This design comes from an exercise in tuning for small area on the open sky130 flow, not from production work. Where RTL was checked, it was by simulation tests only, not by an equivalence proof against the original. For run 1, only the layout was checked, not whether the RTL still works. Power figures rest on the tool's default switching activity, not on a simulated workload.

==> flow/design.v <==
module Lab5(input sys_clk, input [5:0] num, input [1:0] op, input do_op, input reset, output [6:0] HEX1, output [6:0] HEX0);
localparam [9:0] LK_S    = 10'd4;
localparam [9:0] LK_E    = 10'd520;    
localparam [9:0] LK_EMSK = 10'd503;    
localparam [9:0] LK_NZ   = 10'd447;    
localparam [9:0] LK_INV  = 10'b1010101010;
reg [5:0] ring [0:14];
reg [5:0] cur_n;
reg [5:0] tos_n;
reg       tos_ok;
reg [3:0] top;
reg [3:0] rix;
reg [9:0] lks;
wire [5:0] cur = ~cur_n;
wire [5:0] tos = ~tos_n;
wire [9:0] lk  = lks ^ LK_INV;
wire stale  = |(lk & LK_NZ);
wire lk_end = (lk & LK_EMSK) == (LK_E & LK_EMSK);
wire acc    = ~stale & ~do_op;
wire push   = op[1] & ~op[0];
wire pop    = ~op[1] & op[0];
wire full   = &top;
wire empty  = ~|top;
wire pushok = acc & push & ~full;
wire popok  = acc & pop & ~empty;
wire popacc = acc & pop;
wire match  = (rix == 4'b0001);
wire fetch  = match & ~tos_ok & ~pushok;
integer i;
always @(posedge sys_clk) begin
	for (i = 0; i < 14; i = i + 1)
		ring[i] <= ring[i+1];
	ring[14] <= match ? tos : ring[0];
end
wire       c_num  = reset & pushok;
wire       c_tos  = reset & popok;
wire       c_hold = reset & ~pushok & ~popacc;
wire [5:0] cur_d  = ({6{c_num}} & num) | ({6{c_tos}} & tos) | ({6{c_hold}} & cur);
wire       t_hold = ~pushok & ~fetch;
wire [5:0] tos_d  = ({6{pushok}} & num) | ({6{fetch}} & ring[0]) | ({6{t_hold}} & tos);
wire [3:0] rf1 = {rix[2:0], rix[3] ^ rix[2]};
wire [3:0] rf2 = {rix[1:0], rix[3] ^ rix[2], rix[2] ^ rix[1]};
wire       r_s1 = reset & ~pushok & ~popok;
wire       r_s2 = reset & popok;
wire       r_h  = reset & pushok;
wire [3:0] rix_d = ({4{r_h}} & rix) | ({4{r_s1}} & rf1) | ({4{r_s2}} & rf2) | {3'b000, ~reset};
wire       tch = pushok | popok;
wire [3:0] top_d;
assign top_d[0] = reset & (top[0] ^ tch);
assign top_d[1] = reset & (top[1] ^ (tch & (pushok ? top[0] : ~top[0])));
assign top_d[2] = reset & (top[2] ^ (tch & (pushok ? &top[1:0] : ~|top[1:0])));
assign top_d[3] = reset & (top[3] ^ (tch & (pushok ? &top[2:0] : ~|top[2:0])));
wire       lk_kill = ~reset | lk_end;
wire [9:0] lk_d = ({10{~lk_kill}} & {lk[8:0], lk[9] ^ lk[2]}) | ({10{reset & acc}} & LK_S);
always @(posedge sys_clk) begin
	cur_n  <= ~cur_d;
	tos_n  <= ~tos_d;
	tos_ok <= pushok | (~popacc & (tos_ok | fetch));
	rix    <= rix_d;
	top    <= top_d;
	lks    <= lk_d ^ LK_INV;
end
wire [2:0] tens = cur / 6'd10;
wire [3:0] ones = cur % 6'd10;
function [6:0] seg(input [3:0] d);
	case (d)
		4'd0: seg = 7'b1000000;
		4'd1: seg = 7'b1111001;
		4'd2: seg = 7'b0100100;
		4'd3: seg = 7'b0110000;
		4'd4: seg = 7'b0011001;
		4'd5: seg = 7'b0010010;
		4'd6: seg = 7'b0000010;
		4'd7: seg = 7'b1111000;
		4'd8: seg = 7'b0000000;
		4'd9: seg = 7'b0010000;
		default: seg = 7'b1111111;
	endcase
endfunction
assign HEX1 = seg({1'b0, tens});
assign HEX0 = seg(ones);
endmodule
==> flow/flow/run.sh <==
#!/bin/bash
# Own layout flow: the standard ORFS flow (standard.sh) with
#  - synthesis as standard.sh runs it, except that ABC maps the logic with
#    the area-oriented script in flow/abc_area.script (a copy of ORFS's
#    scripts folder with that one file replaced) and adders are left to ABC
#    (ADDER_MAP_FILE empty) instead of being mapped to ha/fa cells;
#  - CTS without dummy loads, with clkbuf_4 clock buffers;
#  - input/output ports buffered with buf_1.
# Each step's full output goes to its own log file in the work folder.
set -euo pipefail
cd "$(dirname "$0")/.."
W=$PWD
rm -rf "$W/scripts_own"
cp -r "$FLOW_HOME/scripts" "$W/scripts_own"
cp "$W/flow/abc_area.script" "$W/scripts_own/abc_area.script"
CTS="-sink_clustering_enable -repair_clock_nets -dont_use_dummy_load -buf_list {sky130_fd_sc_hd__clkbuf_4}"
bash standard.sh "SCRIPTS_DIR=$W/scripts_own" "ADDER_MAP_FILE=" synth > flow_synth.log 2>&1
bash standard.sh "SCRIPTS_DIR=$W/scripts_own" "ADDER_MAP_FILE=" "CTS_ARGS=$CTS" "BUFFER_PORTS_ARGS=-buffer_cell sky130_fd_sc_hd__buf_1" finish > flow_layout.log 2>&1
==> flow/flow/abc_area.script <==
strash
&get -n
&fraig -x
&put
scorr
dc2
strash
dch -f
amap
strash
&get -n
&dch -f
&nf -R 1000
&put
==> flow/standard.sh <==
#!/bin/bash
# synth_recipe.tcl (not shown) runs the flow's synth.tcl, then flattens the netlist and writes it again
# the make line also repeats each setting of config.mk as NAME=value (left out here)
make -C /OpenROAD-flow-scripts/flow DESIGN_CONFIG=/design/flow/config.mk WORK_HOME=/design/flow/orfs CLKGATE_MAP_FILE= SYNTH_SCRIPT=/design/flow/synth_recipe.tcl "${@:-finish}"
==> flow/config.mk <==
export PLATFORM = sky130hd
export DESIGN_NAME = Lab5
export DESIGN_NICKNAME = Lab5
export VERILOG_FILES = /design/flow/design.v
export SDC_FILE = /design/flow/constraint.sdc
export NUM_CORES = 4
export LEC_CHECK = 0
export ABC_AREA = 1
export CAP_MARGIN = 20
export CORE_MARGIN = 2
export CORE_UTILIZATION = 60
export SLEW_MARGIN = 20
==> flow/constraint.sdc <==
create_clock -name core_clock -period 6.0 [get_ports {sys_clk}]
set_input_delay 1.2000 -clock core_clock [delete_from_list [all_inputs] [get_ports {sys_clk}]]
set_output_delay 1.2000 -clock core_clock [all_outputs]
set_load 0.01 [all_outputs]
==> results.toml, run 1 <==
[pwr]
p_total_mw = 1.57
p_leak_nw = 1.41
internal-power_mw = 1.22
power_frac_comb = 0.065
switching_power_mw = 0.354
irDropWorstVdd_mv = 0.278
pwr_density_cell_mw_per_mm2 = 441
switching_share = 0.225
clkPwrFrac = 0.221
seqPwrFrac = 0.714

[worst_setup_path]
crit_family = "compound AO/OA/AOI/OAI gates"
rr_worst_depth = 7
crit_chain = "a21o_1 -> nand2_1 -> o21ai_0 -> a21boi_0 -> a21oi_1 -> clkinv_1 -> a21oi_1 -> a31oi_1 -> o21ai_0 -> xor2_1 -> and2_0 -> nor2_1 -> o22a_1 -> nor2_1 -> buf_1"
crit_type = "flop to primary output"
crit_required_ps = 4800
crit_buf_inv = 2
cpPeakStageDelay_ps = 710
endpoint_kind = "primary output"
cp.depth = 15
cp_max_fo = 7
critical_path_arrival_ps = 4010
startpoint_type = "flop"
worst_path_max_delay_cell = "o21ai_0"

[timing]
min_period_ps = 5210
worst_pin_slew_ps = 867
skew_ps = 36.1
hold_violations = 0
slew_violations = 0
setup_tns_ps = 0
relSlewSlack = 0.416
max_freq_ghz = 0.192
rsz0062_at_grt = "no"
final.period_utilization = 0.868
setup_viol = 0

[route]
initialDrtViolationCount = 80
dr_total_vias = 2001
post_drt_wl_per_cell_um = 12.8
drt_pass1_iterations = 7
wl_mm = 4.91
vias_per_cell = 5.21
ant_nets = 0
drc = 0

[logic_synthesis]
synth_compound_area_frac = 0.117
synth-adder-area-share = 0
synth_top_area_cell = "dfxtp_1"
synth_warnings = 2
synth.mux.area_fraction = 0
syn_inst = 273
syn_area_per_cell_um2 = 11.9
yosys.area_share.xor_xnor = 0.0216
synth.distinct_cells = 28
ys_seq_area_frac = 0.748
yosysTopAreaCellShare = 0.748
syn_nets = 284
synth_top_family_by_area = "compound AO/OA/AOI/OAI gates"
synthesis.area_mm2 = 0.00324
yosys.area_share.simple = 0.106
synth.area.top_cells = "dfxtp_1, nor2_1, a21oi_1, nand2_1, o21ai_0"
ys_ff_latch = 121

[global_route]
antenna_found_initial = 0
grt_overflow = 0
grt_pass1_vias = 1829
grt_use_total = 0.183
grt_max_degree = 22
grt_pass1_wl_mm = 8.27

[die]
die-area_mm2 = 0.00600
dieHeight_um = 77.5
io-pin-count = 25
rows = 26
coreArea_mm2 = 0.00517
chipWidth_um = 77.5
initial_core_util = 0.626

[clock_tree]
cts_buffer_depth = 2
cts_buffers = 17
htreeDepth = 4
clk_pin_slew_ps = 80
clk_latency_ps = 490
cts_setup_buffers = 0
clock-sinks = 121
hold_buffers = 0
cts_root_buffer = "clkbuf_4"
tritoncts = "built"
cts.repair.resized = 0

[cells_and_area]
fillers = 397
area_growth_pct = 9.89
antenna_cells = 0
multiInputGateArea_um2 = 810
drive_above_1_share = 0.0573
nNetsFinal = 327
regArea_mm2 = 0.00242

[worst_hold_path]
hold_path_depth = 0
holdCritPathClass = "flop to flop"

[flow_run]
cap_viol_max_count = 0

[placed_design]
port_buffers = 24
hpwlAfterDp_mm = 3.15
gp_congestion = 0.825

[status]
outcome = "finished clean"
[cells by family (layout without fill, tap and decap cells)]
logic type	Yosys count	after routing
compound gates	61	61
flops	121	121
buf+inv	6	47
simple gates	77	77
xor+xnor	8	8
[registers in the layout, indices dropped and copies added, names as in the netlist]
signal,flops
tos_ok,1
lks,10
rix,4
ring,90
top,4
tos_n,6
cur_n,6
[layer usage]
metal,wire [um],global-route usage
met1,2520,0.246
met2,2050,0.248
met3,263,0.0756
met4,77,0.102
met5,0,0
[metrics by stage]
stage          hold WS [ps]  utilization  instances  worst slack (ps)  instance area (um2)
5_1_grt                 307        0.688        384               266                 3560
6_report                311        0.688        384               790                 3560
2_1_floorplan           310            -        273              1800                 3240
4_1_cts                 306        0.687        384               774                 3550
3_3_place_gp            310        0.662        367              1530                 3420
3_5_place_dp            312        0.662        367              1290                 3420
[cells in the final DEF (no fill, tap or decap), drive strengths merged, types with 2 or more instances in the layout]
| master | netlist | final |
|---|---|---|
| nor3 | 5 | 5 |
| xnor2 | 4 | 4 |
| nand3 | 3 | 3 |
| o21a | 2 | 2 |
| nand2 | 18 | 18 |
| nor2 | 34 | 34 |
| o21ai | 11 | 11 |
| a32oi | 4 | 4 |
| a31oi | 3 | 3 |
| and3 | 2 | 2 |
| a41oi | 2 | 2 |
| dfxtp | 121 | 121 |
| nand2b | 3 | 3 |
| buf | 0 | 24 |
| clkbuf | 0 | 17 |
| a221oi | 6 | 6 |
| clkinv | 6 | 6 |
| a21boi | 2 | 2 |
| and2 | 5 | 5 |
| nor4 | 3 | 3 |
| a21oi | 22 | 22 |
| o22ai | 6 | 6 |
| xor2 | 4 | 4 |
[final timing paths]
check             start         end  slack [ps]
max            cur_n[4]     HEX0[3]         790
min          ring[1][5]  ring[0][5]         310
max reg2reg      lks[2]      rix[2]        3730
min reg2reg  ring[1][5]  ring[0][5]         310
[synth_stat cells]
cell,number
o22a_1,1
and3_1,2
o21a_1,2
a21o_1,1
a21oi_1,22
a32oi_1,4
o21ai_0,11
clkinv_1,6
a221oi_1,6
or3_1,1
nand2_1,18
nand3_1,3
o21bai_1,1
dfxtp_1,121
a31oi_1,3
a41oi_1,2
nor4_1,3
or3b_1,1
nor2_1,34
a21boi_0,2
xnor2_1,4
nor2b_1,1
nand4_1,1
and2_0,5
nor3_1,5
nand2b_1,3
o22ai_1,6
xor2_1,4
[final cells by class]
| class | instances | share of cell area |
|---|---|---|
| clock buffers | 17 | 0.0359 |
| inverters | 6 | 0.00633 |
| multi-input cells | 146 | 0.227 |
| flip-flops and latches | 121 | 0.680 |
| well taps | 70 | 0.0246 |
| repair buffers | 24 | 0.0253 |
[power groups by stage]
stage	clock network (mW)	logic, mW	registers [mW]
2_1_floorplan	0	0.0752	1.11
3_3_place_gp	0	0.0990	1.13
3_5_place_dp	0	0.100	1.14
4_1_cts	0.361	0.102	1.12
5_1_grt	0.392	0.117	1.15
6_report	0.348	0.102	1.12
==> run 2, diff against run 1 <==
--- a/flow/design.v
+++ b/flow/design.v
@@ -5,8 +5,11 @@
 localparam [9:0] LK_NZ   = 10'd447;    
 localparam [9:0] LK_INV  = 10'b1010101010;
-reg [5:0] ring [0:14];
+localparam [3:0] R_TOP   = 4'b0001;
+localparam [3:0] R_BELOW = 4'b1100;
+reg [5:0] ring [0:13];
 reg [5:0] cur_n;
 reg [5:0] tos_n;
-reg       tos_ok;
+reg       pw;              
+reg       pf;              
 reg [3:0] top;
 reg [3:0] rix;
@@ -25,11 +28,11 @@
 wire popok  = acc & pop & ~empty;
 wire popacc = acc & pop;
-wire match  = (rix == 4'b0001);
-wire fetch  = match & ~tos_ok & ~pushok;
+wire wr     = pw & (rix == R_BELOW);
+wire fetch  = pf & (rix == R_TOP) & ~wr;
 integer i;
 always @(posedge sys_clk) begin
-	for (i = 0; i < 14; i = i + 1)
+	for (i = 0; i < 13; i = i + 1)
 		ring[i] <= ring[i+1];
-	ring[14] <= match ? tos : ring[0];
+	ring[13] <= wr ? tos : ring[0];
 end
 wire       c_num  = reset & pushok;
@@ -37,12 +40,12 @@
 wire       c_hold = reset & ~pushok & ~popacc;
 wire [5:0] cur_d  = ({6{c_num}} & num) | ({6{c_tos}} & tos) | ({6{c_hold}} & cur);
-wire       t_hold = ~pushok & ~fetch;
-wire [5:0] tos_d  = ({6{pushok}} & num) | ({6{fetch}} & ring[0]) | ({6{t_hold}} & tos);
-wire [3:0] rf1 = {rix[2:0], rix[3] ^ rix[2]};
-wire [3:0] rf2 = {rix[1:0], rix[3] ^ rix[2], rix[2] ^ rix[1]};
+wire       t_hold = ~wr & ~fetch;
+wire [5:0] tos_d  = ({6{wr}} & cur) | ({6{fetch}} & ring[0]) | ({6{t_hold}} & tos);
+wire [3:0] rf1 = {~rix[3], rix[1:0], rix[2] ^ rix[1]};
+wire [3:0] rf2 = {rix[3], rix[0], rix[2] ^ rix[1], rix[1] ^ rix[0]};
 wire       r_s1 = reset & ~pushok & ~popok;
 wire       r_s2 = reset & popok;
 wire       r_h  = reset & pushok;
-wire [3:0] rix_d = ({4{r_h}} & rix) | ({4{r_s1}} & rf1) | ({4{r_s2}} & rf2) | {3'b000, ~reset};
+wire [3:0] rix_d = ({4{r_h}} & rix) | ({4{r_s1}} & rf1) | ({4{r_s2}} & rf2) | ({4{~reset}} & R_TOP);
 wire       tch = pushok | popok;
 wire [3:0] top_d;
@@ -56,5 +59,6 @@
 	cur_n  <= ~cur_d;
 	tos_n  <= ~tos_d;
-	tos_ok <= pushok | (~popacc & (tos_ok | fetch));
+	pw     <= pushok | (pw & ~wr);
+	pf     <= popok | (pf & ~fetch & ~pushok);
 	rix    <= rix_d;
 	top    <= top_d;
--- a/flow/config.mk
+++ b/flow/config.mk
@@ -9,4 +9,5 @@
 export CAP_MARGIN = 20
 export CORE_MARGIN = 2
-export CORE_UTILIZATION = 60
+export CORE_UTILIZATION = 80
+export PLACE_DENSITY = 0.85
 export SLEW_MARGIN = 20
==> results.toml, run 2 <==
[cells_and_area]
final_cell_mix = "dfxtp_1, nand2_1, buf_1, nor2_1, clkbuf_4"
area_growth_pct = 9.16
nNetsFinal = 324
regMostFlops = "ring"
fin_util = 0.923
final_cell_area_mm2 = 0.00343
drive_above_1_share = 0.0611
antenna_cells = 0
reg_top3 = "ring x84, lks x10"
largest_reg_flops = 84
mostFrequentLayoutCell = "dfxtp_1"

[clock_tree]
htreeDepth = 4
cts_root_buffer = "clkbuf_4"
cts_buffers = 17
clock-sinks = 116
tritoncts = "built"
cts_buffer_depth = 2
cts_setup_buffers = 0
hold_buffers = 0
clk_latency_ps = 500
cts.repair.resized = 0
clk_pin_slew_ps = 90

[timing]
worst_pin_slew_ps = 1110
slew_violations = 0
setup_tns_ps = 0
min_period_ps = 5030
setup_viol = 0
skew_ps = 37.5
hold_violations = 0
rsz0062_at_grt = "no"
relSlewSlack = 0.258
final.period_utilization = 0.839
max_freq_ghz = 0.199

[pwr]
switching_share = 0.261
irDropWorstVdd_mv = 0.235
p_total_mw = 1.34
internal-power_mw = 0.987
power_frac_comb = 0.082
seqPwrFrac = 0.644
clkPwrFrac = 0.274
switching_power_mw = 0.349
pwr_density_cell_mw_per_mm2 = 390
p_leak_nw = 1.35

[route]
initialDrtViolationCount = 241
drc = 0
ant_nets = 0
dr_total_vias = 2486
drt_pass1_iterations = 5
vias_per_cell = 6.92
post_drt_wl_per_cell_um = 23.9
wl_mm = 8.57

[worst_setup_path]
cp_max_fo = 7
endpoint_kind = "primary output"
startpoint_type = "flop"
crit_type = "flop to primary output"
critical_path_arrival_ps = 3830
rr_worst_depth = 8
crit_required_ps = 4800

[logic_synthesis]
syn_nets = 280
synth.distinct_cells = 27
synth_top_area_cell = "dfxtp_1"
synth_most_common_cell = "dfxtp_1"
synth_warnings = 2
synth.area.top_cells = "dfxtp_1, nand2_1, nor2_1, a21oi_1, o22ai_1"
ys_ff_latch = 116
syn_inst = 269
yosysTopAreaCellShare = 0.739
syn_area_per_cell_um2 = 11.7
ys_top_cells_by_count = "dfxtp_1, nand2_1, nor2_1"
async_flop_share = 0
synth_edf_count = 0
synthesis.area_mm2 = 0.00314
ys_seq_area_frac = 0.739
synthFlopType = "dfxtp_1"

[placed_design]
port_buffers = 24
hpwlAfterDp_mm = 5.08
placed_cell_area_mm2 = 0.00330
gp_congestion = 0.886

[die]
rows = 22
initial_core_util = 0.845
coreArea_mm2 = 0.00372
io-pin-count = 25
dieHeight_um = 66.7
chipWidth_um = 66.7
die-area_mm2 = 0.00444

[worst_hold_path]
hold_path_depth = 0
holdCritPathClass = "flop to flop"

[global_route]
grt_pass1_vias = 2534
grt_use_total = 0.440
grt_pass1_wl_mm = 13.3
antenna_found_initial = 0
grt_max_degree = 27
grt_overflow = 0

[status]
outcome = "finished clean"

[flow_run]
cap_viol_max_count = 0
-- run 2: cell count changes after synthesis, sizes merged, moves of 4 or more --
cell / change
a21o: +4
a21oi: -7
a221oi: -6
a31oi: +5
a32oi: -4
dfxtp: -5
nand2: +12
nand3: +7
nor2: -11
o22ai: +5
-- run 2: cell families (layout without fill, tap and decap cells) --
kind of cell / after synthesis / in the layout / share of synthesized area
DFF: 116 / 116 / 0.739
AOI/OAI and AO/OA: 59 / 59 / 0.115
and+or+nand+nor: 82 / 82 / 0.117
buffers and inverters: 3 / 45 / 0.00358
xor gates and xnor gates: 9 / 9 / 0.0251
-- run 2: per-layer routing --
layer	track usage	wire length (um)	up-vias
met1	0.450	2860	1160
li1	-	-	1018
met5	0	0	-
met4	0.342	761	0
met3	0.154	799	83
met2	0.730	4150	225
-- run 2: per-stage QoR --
| step | setup slack [ps] | instances | hold slack [ps] |
|---|---|---|---|
| 2_1_floorplan | 2510 | 269 | 310 |
| 3_3_place_gp | 2300 | 342 | 310 |
| 3_5_place_dp | 1870 | 342 | 313 |
| 4_1_cts | 1070 | 359 | 310 |
| 5_1_grt | 669 | 359 | 314 |
| 6_report | 965 | 359 | 309 |
-- run 2: worst paths after layout --
kind,endpoint,from,slack [ps]
worst max register to register,cur_n[3],lks[2],2980
worst max-delay path,HEX0[5],cur_n[4],970
worst min register to register,ring[4][0],ring[5][0],310
worst min-delay path,ring[4][0],ring[5][0],310
-- run 2: power groups by stage --
stage	sequential, mW	combinational, mW	clock [mW]
final	0.861	0.109	0.366
after global routing	0.862	0.117	0.387
after CTS	0.856	0.106	0.360
after detailed placement	0.870	0.100	0
after global placement	0.864	0.0870	0
after floorplan	0.855	0.0675	0
-- run 2: layout make-up --
class / count / area [um2]
multi-input combinational: 150 / 811
tap: 48 / 60.1
clock buffer: 17 / 128
inverter: 3 / 11.3
fill: 110 / 287
timing repair buffer: 25 / 97.6
sequential: 116 / 2320
-- run 2: worst max-delay path, stage by stage (launching register included) --
cell and delay [ps]:
dfxtp_1 500, a21o_1 220, nand2_1 70, o21ai_0 180
nand2_1 160, a21oi_1 440, xnor2_1 300, nand2_1 150
nand2_1 130, nand2_1 190, xor2_1 390, nor2_1 130
o21ai_0 260, nor2_1 90, buf_1 140
==> run 3, diff against run 2 <==
--- a/flow/config.mk
+++ b/flow/config.mk
@@ -9,5 +9,4 @@
 export CAP_MARGIN = 20
 export CORE_MARGIN = 2
-export CORE_UTILIZATION = 80
-export PLACE_DENSITY = 0.85
+export CORE_UTILIZATION = 60
 export SLEW_MARGIN = 20
==> results.toml, run 3 <==
[route]
drc = 0
met3RoutedLength_um = 339
initialDrtViolationCount = 111
wl_met1_mm = 2.40
dr_total_vias = 1972
vias_per_cell = 5.16
highest_layer = "met4"
post_drt_wl_per_cell_um = 12.5
wl_mm = 4.77
drt_pass1_iterations = 4
route.met2.wl_mm = 2.00
ant_nets = 0

[logic_synthesis]
synth_edf_count = 0
syn_area_per_cell_um2 = 11.7
synthFlopType = "dfxtp_1"
syn_inst = 269
ys_seq_area_frac = 0.739
synthesis.area_mm2 = 0.00314
synth_warnings = 2
ys_ff_latch = 116
synth.distinct_cells = 27
yosysTopAreaCellShare = 0.739
synth_top_area_cell = "dfxtp_1"
async_flop_share = 0
synth_most_common_cell = "dfxtp_1"
ys_top_cells_by_count = "dfxtp_1, nand2_1, nor2_1"
syn_nets = 280
synth.area.top_cells = "dfxtp_1, nand2_1, nor2_1, a21oi_1, o22ai_1"

[cells_and_area]
largest_reg_flops = 84
drive_above_1_share = 0.0609
nNetsFinal = 325
reg_top3 = "ring x84, lks x10"
fillers = 393
area_growth_pct = 10.2
antenna_cells = 0
final_cell_area_mm2 = 0.00346
regMostFlops = "ring"
mostFrequentLayoutCell = "dfxtp_1"
final_cell_mix = "dfxtp_1, nand2_1, buf_1, nor2_1, clkbuf_4"

[timing]
final.period_utilization = 0.734
rsz0062_at_grt = "no"
max_freq_ghz = 0.227
min_period_ps = 4400
setup_viol = 0
relSlewSlack = 0.310
setup_tns_ps = 0
worst_pin_slew_ps = 1030
hold_violations = 0
slew_violations = 0
skew_ps = 42.6

[placed_design]
hpwlAfterDp_mm = 3.18
placed_cell_area_mm2 = 0.00333
port_buffers = 24
gp_congestion = 0.757

[clock_tree]
cts_root_buffer = "clkbuf_4"
cts_buffer_depth = 2
cts_setup_buffers = 0
cts_buffers = 17
htreeDepth = 4
cts.repair.resized = 0
tritoncts = "built"
clock-sinks = 116
hold_buffers = 0
clk_latency_ps = 460
clk_pin_slew_ps = 100

[global_route]
grt_overflow = 0
grt_pass1_wl_mm = 8.15
grt_pass1_vias = 1785
grt_max_degree = 27
antenna_found_initial = 0
grt_use_total = 0.182

[worst_setup_path]
r2r_start = "lks[8]"
endpoint_kind = "primary output"
cp_max_fo = 7
crit_type = "flop to primary output"
startpoint_type = "flop"
critical_path_arrival_ps = 3200
crit_required_ps = 4800
startpoint = "cur_n[4]"

[die]
coreArea_mm2 = 0.00507
rows = 26
dieHeight_um = 76.4
io-pin-count = 25
die-area_mm2 = 0.00583
chipWidth_um = 76.4
initial_core_util = 0.619

[pwr]
p_leak_nw = 1.36
pwr_density_cell_mw_per_mm2 = 368
irDropWorstVdd_mv = 0.252

[flow_run]
cap_viol_max_count = 0

[worst_hold_path]
min-delay-start = "ring[6][4]"
holdCritPathClass = "flop to flop"

[status]
outcome = "finished clean"
run 3: worst paths after layout:
| kind | endpoint | slack (ps) | cells after the start |
|---|---|---|---|
| worst max-delay path | HEX0[3] | 1600 | 14 |
| worst min-delay path | ring[5][4] | 290 | 0 |
| worst max register to register | cur_n[0] | 3390 | 8 |
| worst min register to register | ring[5][4] | 290 | 0 |
run 3: kinds of logic (layout without fill, tap and decap cells):
family / after synthesis / in the layout / share of synthesized area
xor+xnor: 9 / 9 / 0.0251
flops: 116 / 116 / 0.739
simple gates: 82 / 82 / 0.117
buf+inv: 3 / 46 / 0.00358
compound gates: 59 / 59 / 0.115
run 3: where the power goes:
group | total (mW) | switching [mW] | internal [mW]
Sequential | 0.848 | 0.0313 | 0.816
Combinational | 0.0918 | 0.0502 | 0.0416
Clock | 0.335 | 0.206 | 0.129
run 3: cell type report:
| class | count | area (um2) | area share |
|---|---|---|---|
| clock buffers | 17 | 128 | 0.0369 |
| multi-input cells | 150 | 808 | 0.233 |
| well taps | 70 | 87.6 | 0.0253 |
| repair buffers | 26 | 105 | 0.0304 |
| inverters | 3 | 11.3 | 0.00325 |
| flip-flops and latches | 116 | 2320 | 0.671 |
run 3: metal layers:
layer,GRT usage,up-vias
met5,0,-
met4,0.0782,0
met3,0.0889,4
met2,0.236,64
met1,0.257,882
li1,-,1022
run 3: critical path, stage by stage, from the launching register on:
cell and delay, ps:
dfxtp_1 440, a21o_1 180, nand2_1 50, o21ai_0 150, nand2_1 120, a21oi_1 320, xnor2_1 220, nand2_1 110
nand2_1 100, nand2_1 160, xor2_1 230, nor2_1 190, clkinv_1 120, o22ai_1 170, buf_1 170
run 3: stage by stage:
stage	setup slack [ps]	power (mW)	utilization	cells	hold WS, ps
detailed placement	2150	0.956	0.657	365	312
finish	1600	1.27	0.682	382	291
global route	1230	1.34	0.682	382	297
global placement	2280	0.952	0.657	365	310
CTS	1620	1.29	0.682	382	294
floorplan	2510	0.923	-	269	310
==> run 4, diff against run 3 <==
--- a/flow/flow/run.sh
+++ b/flow/flow/run.sh
@@ -2,5 +2,5 @@
 # Own layout flow: the standard ORFS flow (standard.sh) with
 #  - synthesis as standard.sh runs it, except that ABC maps the logic with
-#    the area-oriented script in flow/abc_area.script (a copy of ORFS's
+#    the area-oriented script in flow/abc_area.script (with &deepsyn) (a copy of ORFS's
 #    scripts folder with that one file replaced) and adders are left to ABC
 #    (ADDER_MAP_FILE empty) instead of being mapped to ha/fa cells;
==> flow/flow/abc_area.script (replaced) <==
strash
&get -n
&fraig -x
&put
scorr
dc2
strash
&get -n
&deepsyn -T 60
&put
strash
dch -f
amap
strash
&get -n
&dch -f
&nf -R 1000
&put
--- a/flow/config.mk
+++ b/flow/config.mk
@@ -9,4 +9,5 @@
 export CAP_MARGIN = 20
 export CORE_MARGIN = 2
-export CORE_UTILIZATION = 60
+export CORE_UTILIZATION = 80
+export PLACE_DENSITY = 0.85
 export SLEW_MARGIN = 20
==> results.toml, run 4 <==
[cells_and_area]
reg_top3 = "ring x84, lks x10"
mostFrequentLayoutCell = "dfxtp_1"
antenna_cells = 0
nNetsFinal = 313
largest_reg_flops = 84
regMostFlops = "ring"
area_growth_pct = 9.19
drive_above_1_share = 0.0600
final_cell_mix = "dfxtp_1, nand2_1, nor2_1, buf_1, clkbuf_4"

[worst_setup_path]
crit_type = "flop to primary output"
cp_max_fo = 10
cpPeakStageDelay_ps = 570
r2r_start = "lks[0]"
path_common_cell = "a21oi_1"
critical_path_arrival_ps = 3310
regToRegSetupSlack_ps = 2680
crit_chain = "nand2_1 -> a21oi_1 -> mux2_1 -> a21oi_1 -> a21oi_1 -> nand2_1 -> o21a_1 -> nor2_1 -> clkinv_1 -> a21oi_1 -> buf_1"
crit_family = "compound AO/OA/AOI/OAI gates"
endpoint_kind = "primary output"
rr_worst_depth = 7
crit_buf_inv = 2
crit_required_ps = 4800
reg2reg_to = "top[0]"
worst_path_max_delay_cell = "dfxtp_1"
startpoint_type = "flop"

[route]
drt_pass1_iterations = 6
initialDrtViolationCount = 523
ant_nets = 0
drc = 0
wl_mm = 8.71
post_drt_wl_per_cell_um = 25.0
vias_per_cell = 6.92
dr_total_vias = 2408

[die]
initial_core_util = 0.838
io-pin-count = 25
rows = 22
die-area_mm2 = 0.00438
coreArea_mm2 = 0.00369
dieHeight_um = 66.2
chipWidth_um = 66.2

[clock_tree]
cts_buffers = 17
cts_buffer_depth = 2
cts_root_buffer = "clkbuf_4"
clk_latency_ps = 500
clk_pin_slew_ps = 110
cts_setup_buffers = 0
hold_buffers = 0
clock-sinks = 116
htreeDepth = 4
tritoncts = "built"
cts.repair.resized = 0

[timing]
slew_violations = 0
min_period_ps = 4510
setup_viol = 0
setup_ws_ps = 1490
hold_violations = 0
fin_worst_hold_slack_ps = 310
relSlewSlack = 0.388
setup_tns_ps = 0
final.period_utilization = 0.752
worst_pin_slew_ps = 914
rsz0062_at_grt = "no"
max_freq_ghz = 0.222
skew_ps = 32.9

[logic_synthesis]
synthFlopType = "dfxtp_1"
synthesis.area_mm2 = 0.00309
yosysTopAreaCellShare = 0.751
synth.area.top_cells = "dfxtp_1, nand2_1, nor2_1, a21oi_1, o221a_1"
syn_nets = 270
synth_most_common_cell = "dfxtp_1"
syn_area_per_cell_um2 = 11.9
async_flop_share = 0
synth_edf_count = 0
synth_top_area_cell = "dfxtp_1"
synth.distinct_cells = 30
ys_top_cells_by_count = "dfxtp_1, nand2_1, nor2_1"
ys_seq_area_frac = 0.751
syn_inst = 259
synth_warnings = 2
ys_ff_latch = 116

[global_route]
antenna_found_initial = 0
grt_pass1_wl_mm = 13.4
grt_overflow = 0
grt_max_degree = 20
grt_use_total = 0.450
grt_pass1_vias = 2445

[pwr]
p_leak_nw = 1.28
pwr_density_cell_mw_per_mm2 = 411
switching_share = 0.270
switching_power_mw = 0.374
clkPwrFrac = 0.266
internal-power_mw = 1.01
irDropWorstVdd_mv = 0.362
p_total_mw = 1.39
seqPwrFrac = 0.648
power_frac_comb = 0.086

[worst_hold_path]
holdCritPathClass = "flop to flop"
min-delay-start = "ring[2][1]"
hold_path_depth = 0
worstHoldEndpoint = "ring[1][1]"

[placed_design]
port_buffers = 24
gp_congestion = 0.729
dpl_worst_slack_ps = 2370
hpwlAfterDp_mm = 4.59

[status]
outcome = "finished clean"

[flow_run]
cap_viol_max_count = 0
run 4: cell types whose count changed in the layout (fill, tap and decap cells not counted), sizes merged, moves of 3 or more:
cell and change:
a21o -5, a31oi -8, clkinv +4, nand3 -7
nor2 +4, o221a +4, o22ai -5, xnor2 -3
run 4: layout make-up:
class | instances | area (um2)
tap | 48 | 60.1
inverter | 7 | 26.3
fill | 113 | 314
multi-input combinational | 136 | 748
sequential | 116 | 2320
clock buffer | 17 | 128
timing repair buffer | 24 | 90.1
run 4: how the worst max path moves through the flow:
stage | cells after the start | end | startpoint | slack (ps)
after floorplan | 9 | HEX0[5] | cur_n[5] | 2770
after global placement | 10 | HEX0[5] | cur_n[5] | 2790
after detailed placement | 11 | HEX0[1] | cur_n[5] | 2370
after CTS | 11 | HEX0[1] | cur_n[5] | 1700
after global routing | 10 | HEX0[1] | cur_n[5] | 1430
final | 11 | HEX0[1] | cur_n[5] | 1490
run 4: through the flow:
stage,utilization,instance area [um2],std cells
after floorplan,-,3090,259
after global placement,0.879,3240,331
after detailed placement,0.879,3240,331
after CTS,0.913,3370,348
after global routing,0.915,3370,348
final,0.915,3370,348
run 4: power by group through the flow:
stage | clock [mW] | combinational [mW] | sequential [mW]
6_report | 0.368 | 0.119 | 0.898
4_1_cts | 0.365 | 0.111 | 0.891
5_1_grt | 0.390 | 0.125 | 0.901
3_3_place_gp | 0 | 0.0889 | 0.893
2_1_floorplan | 0 | 0.0689 | 0.884
3_5_place_dp | 0 | 0.102 | 0.902
run 4: logic make-up after synthesis:
group                  count (synthesis)  synth area share
XOR/XNOR                               6            0.0170
flip-flops                           116             0.751
multiplexers                           1           0.00364
buffers and inverters                  7           0.00850
AND/OR/NAND/NOR                       81             0.118
AO/OA/AOI/OAI                         48             0.102
run 4: metal layers:
metal,global-route usage,vias to the layer above,wire length [um]
met5,0,-,0
met4,0.260,0,531
met3,0.208,79,1070
met2,0.705,254,4140
met1,0.501,1108,2970
li1,-,967,-
==> run 5, diff against run 4 <==
--- a/flow/design.v
+++ b/flow/design.v
@@ -12,5 +12,6 @@
 reg       pw;              
 reg       pf;              
-reg [3:0] top;
+reg [3:0] top_s;
+wire [3:0] top = top_s ^ 4'b1010;
 reg [3:0] rix;
 reg [9:0] lks;
@@ -62,5 +63,5 @@
 	pf     <= popok | (pf & ~fetch & ~pushok);
 	rix    <= rix_d;
-	top    <= top_d;
+	top_s  <= top_d ^ 4'b1010;
 	lks    <= lk_d ^ LK_INV;
 end
==> results.toml, run 5 <==
[clock_tree]
cts.repair.resized = 0
cts_buffer_depth = 2
cts_setup_buffers = 0
hold_buffers = 0
cts_root_buffer = "clkbuf_4"
tritoncts = "built"
htreeDepth = 4
clock-sinks = 116
clk_pin_slew_ps = 80
clk_latency_ps = 490
cts_buffers = 17

[worst_setup_path]
crit_required_ps = 4800
endpoint_kind = "primary output"
cp_max_fo = 9
startpoint_type = "flop"
crit_type = "flop to primary output"
critical_path_arrival_ps = 2840

[route]
drt_pass1_iterations = 6
initialDrtViolationCount = 519
vias_per_cell = 7.12
drc = 0
post_drt_wl_per_cell_um = 26.4
dr_total_vias = 2500
ant_nets = 0
wl_mm = 9.27

[timing]
slew_violations = 0
worst_pin_slew_ps = 983
skew_ps = 32.5
rsz0062_at_grt = "no"
setup_viol = 0
setup_ws_ps = 1960
setup_tns_ps = 0
final.period_utilization = 0.674
hold_violations = 0
max_freq_ghz = 0.247
relSlewSlack = 0.338
min_period_ps = 4040

[pwr]
p_total_mw = 1.39
switching_share = 0.275
seqPwrFrac = 0.645
pwr_density_cell_mw_per_mm2 = 409
irDropWorstVdd_mv = 0.263
internal-power_mw = 1.01
switching_power_mw = 0.382
power_frac_comb = 0.089
p_leak_nw = 1.29
clkPwrFrac = 0.266

[cells_and_area]
largest_reg_flops = 84
mostFrequentLayoutCell = "dfxtp_1"
reg_top3 = "ring x84, lks x10"
final_cell_mix = "dfxtp_1, nand2_1, nor2_1, buf_1"
nNetsFinal = 316
antenna_cells = 0
fillers = 102
regMostFlops = "ring"
drive_above_1_share = 0.0594
area_growth_pct = 9.11
fin_util = 0.915

[die]
die-area_mm2 = 0.00441
coreArea_mm2 = 0.00372
io-pin-count = 25
chipWidth_um = 66.4
dieHeight_um = 66.4
rows = 22
initial_core_util = 0.839

[logic_synthesis]
syn_inst = 262
synth_top_area_cell = "dfxtp_1"
ys_seq_area_frac = 0.745
yosysTopAreaCellShare = 0.745
synth.area.top_cells = "dfxtp_1, nand2_1, nor2_1, a21oi_1, o21ai_0"
syn_nets = 273
synthFlopType = "dfxtp_1"
synth_edf_count = 0
async_flop_share = 0
synth_warnings = 2
ys_ff_latch = 116
synthesis.area_mm2 = 0.00312
syn_area_per_cell_um2 = 11.9
ys_top_cells_by_count = "dfxtp_1, nand2_1, nor2_1"
synth_most_common_cell = "dfxtp_1"
synth.distinct_cells = 31

[global_route]
grt_pass1_vias = 2592
grt_use_total = 0.478
grt_pass1_wl_mm = 14.0
grt_overflow = 0
grt_max_degree = 20
antenna_found_initial = 0

[placed_design]
port_buffers = 24
gp_congestion = 0.851
hpwlAfterDp_mm = 4.88
dpl_worst_slack_ps = 2600

[status]
outcome = "finished clean"

[worst_hold_path]
holdCritPathClass = "flop to flop"

[flow_run]
cap_viol_max_count = 0
run 5: cell types whose count changed after synthesis, moves of 3 or more:
cell,delta
clkinv_1,-3
nor2b_1,+3
o21ai_0,+3
nor2_1,-3
a211oi_1,+3
run 5: final timing paths:
path,depth (start not counted),from,slack [ps],end
hold / removal,0,ring[7][0],320,ring[6][0]
setup / recovery,11,cur_n[5],1960,HEX0[5]
hold reg to reg,0,ring[7][0],320,ring[6][0]
setup reg to reg,9,lks[2],2140,top_s[0]
run 5: logic make-up after synthesis:
family,count (synthesis),synth area share
simple gates,79,0.114
xor+xnor,3,0.00843
flops,116,0.745
mux,1,0.00321
compound gates,59,0.124
buf+inv,4,0.00482
run 5: stage by stage:
stage / hold slack (ps) / std cells / area, um2
final: 322 / 351 / 3400
after floorplan: 310 / 262 / 3120
after global routing: 314 / 351 / 3400
after global placement: 310 / 334 / 3270
after detailed placement: 312 / 334 / 3270
after CTS: 316 / 351 / 3390
run 5: layout make-up:
class                   instances  area [um2]  area share
flip-flops and latches        116        2320       0.683
inverters                       4        15.0     0.00442
well taps                      48        60.1      0.0177
multi-input cells             142         786       0.231
clock buffers                  17         128      0.0375
repair buffers                 24        90.1      0.0265
run 5: power by group through the flow:
stage,Sequential [mW],Clock (mW),Combinational [mW]
2_1_floorplan,0.878,0,0.0746
3_3_place_gp,0.888,0,0.0958
3_5_place_dp,0.899,0,0.108
4_1_cts,0.889,0.363,0.117
5_1_grt,0.898,0.397,0.131
6_report,0.897,0.370,0.124
run 5: worst max-delay path, cell delays in order, from the launching register on:
cell,delay [ps]
dfxtp_1,550
nor2_1,150
o21a_1,270
a21oi_1,210
nor2_1,90
o22a_1,260
nand2_1,150
o21a_1,150
o21bai_1,140
nor2_1,100
nor2b_1,130
buf_1,160
run 5: layer usage:
layer,up-vias,GRT usage,share of wire
met5,-,0.222,0
met4,0,0.398,0.097
met3,116,0.232,0.12
met2,294,0.708,0.45
met1,1104,0.490,0.33
li1,986,-,-

## port drivers added, routing unchanged
In the flow no input, the clock included, has a driving cell. The finished layouts below were timed again as built, in two steps. Step 1: set_driving_cell puts a clkbuf_16 on sys_clk and a buf_2 on each other input, an assumption about the parent block. Step 2 also shifts input and output timing later by t, the mid clock arrival at the registers, as if the neighbouring blocks saw the same clock. Slacks: ideal / step 1 / step 2; pairs: ideal / step 1.
run	shift t [ns]	setup WS [ns]	hold WS [ns]	slew at the worst register clock pin (ns)	worst data-port slew with drivers (ns)
run 1	0.496	0.790 / 0.763 / 1.259	0.311 / 0.311 / 0.311	0.10 / 0.10	0.04
run 2	0.511	0.965 / 0.936 / 1.447	0.309 / 0.309 / 0.309	0.10 / 0.10	0.04
run 3	0.467	1.596 / 1.572 / 2.039	0.291 / 0.291 / 0.291	0.10 / 0.10	0.04
run 4	0.502	1.489 / 1.469 / 1.971	0.310 / 0.310 / 0.310	0.11 / 0.11	0.04
run 5	0.504	1.957 / 1.932 / 1.989	0.322 / 0.322 / 0.322	0.11 / 0.11	0.06
After both steps setup and hold are still met in every run listed.
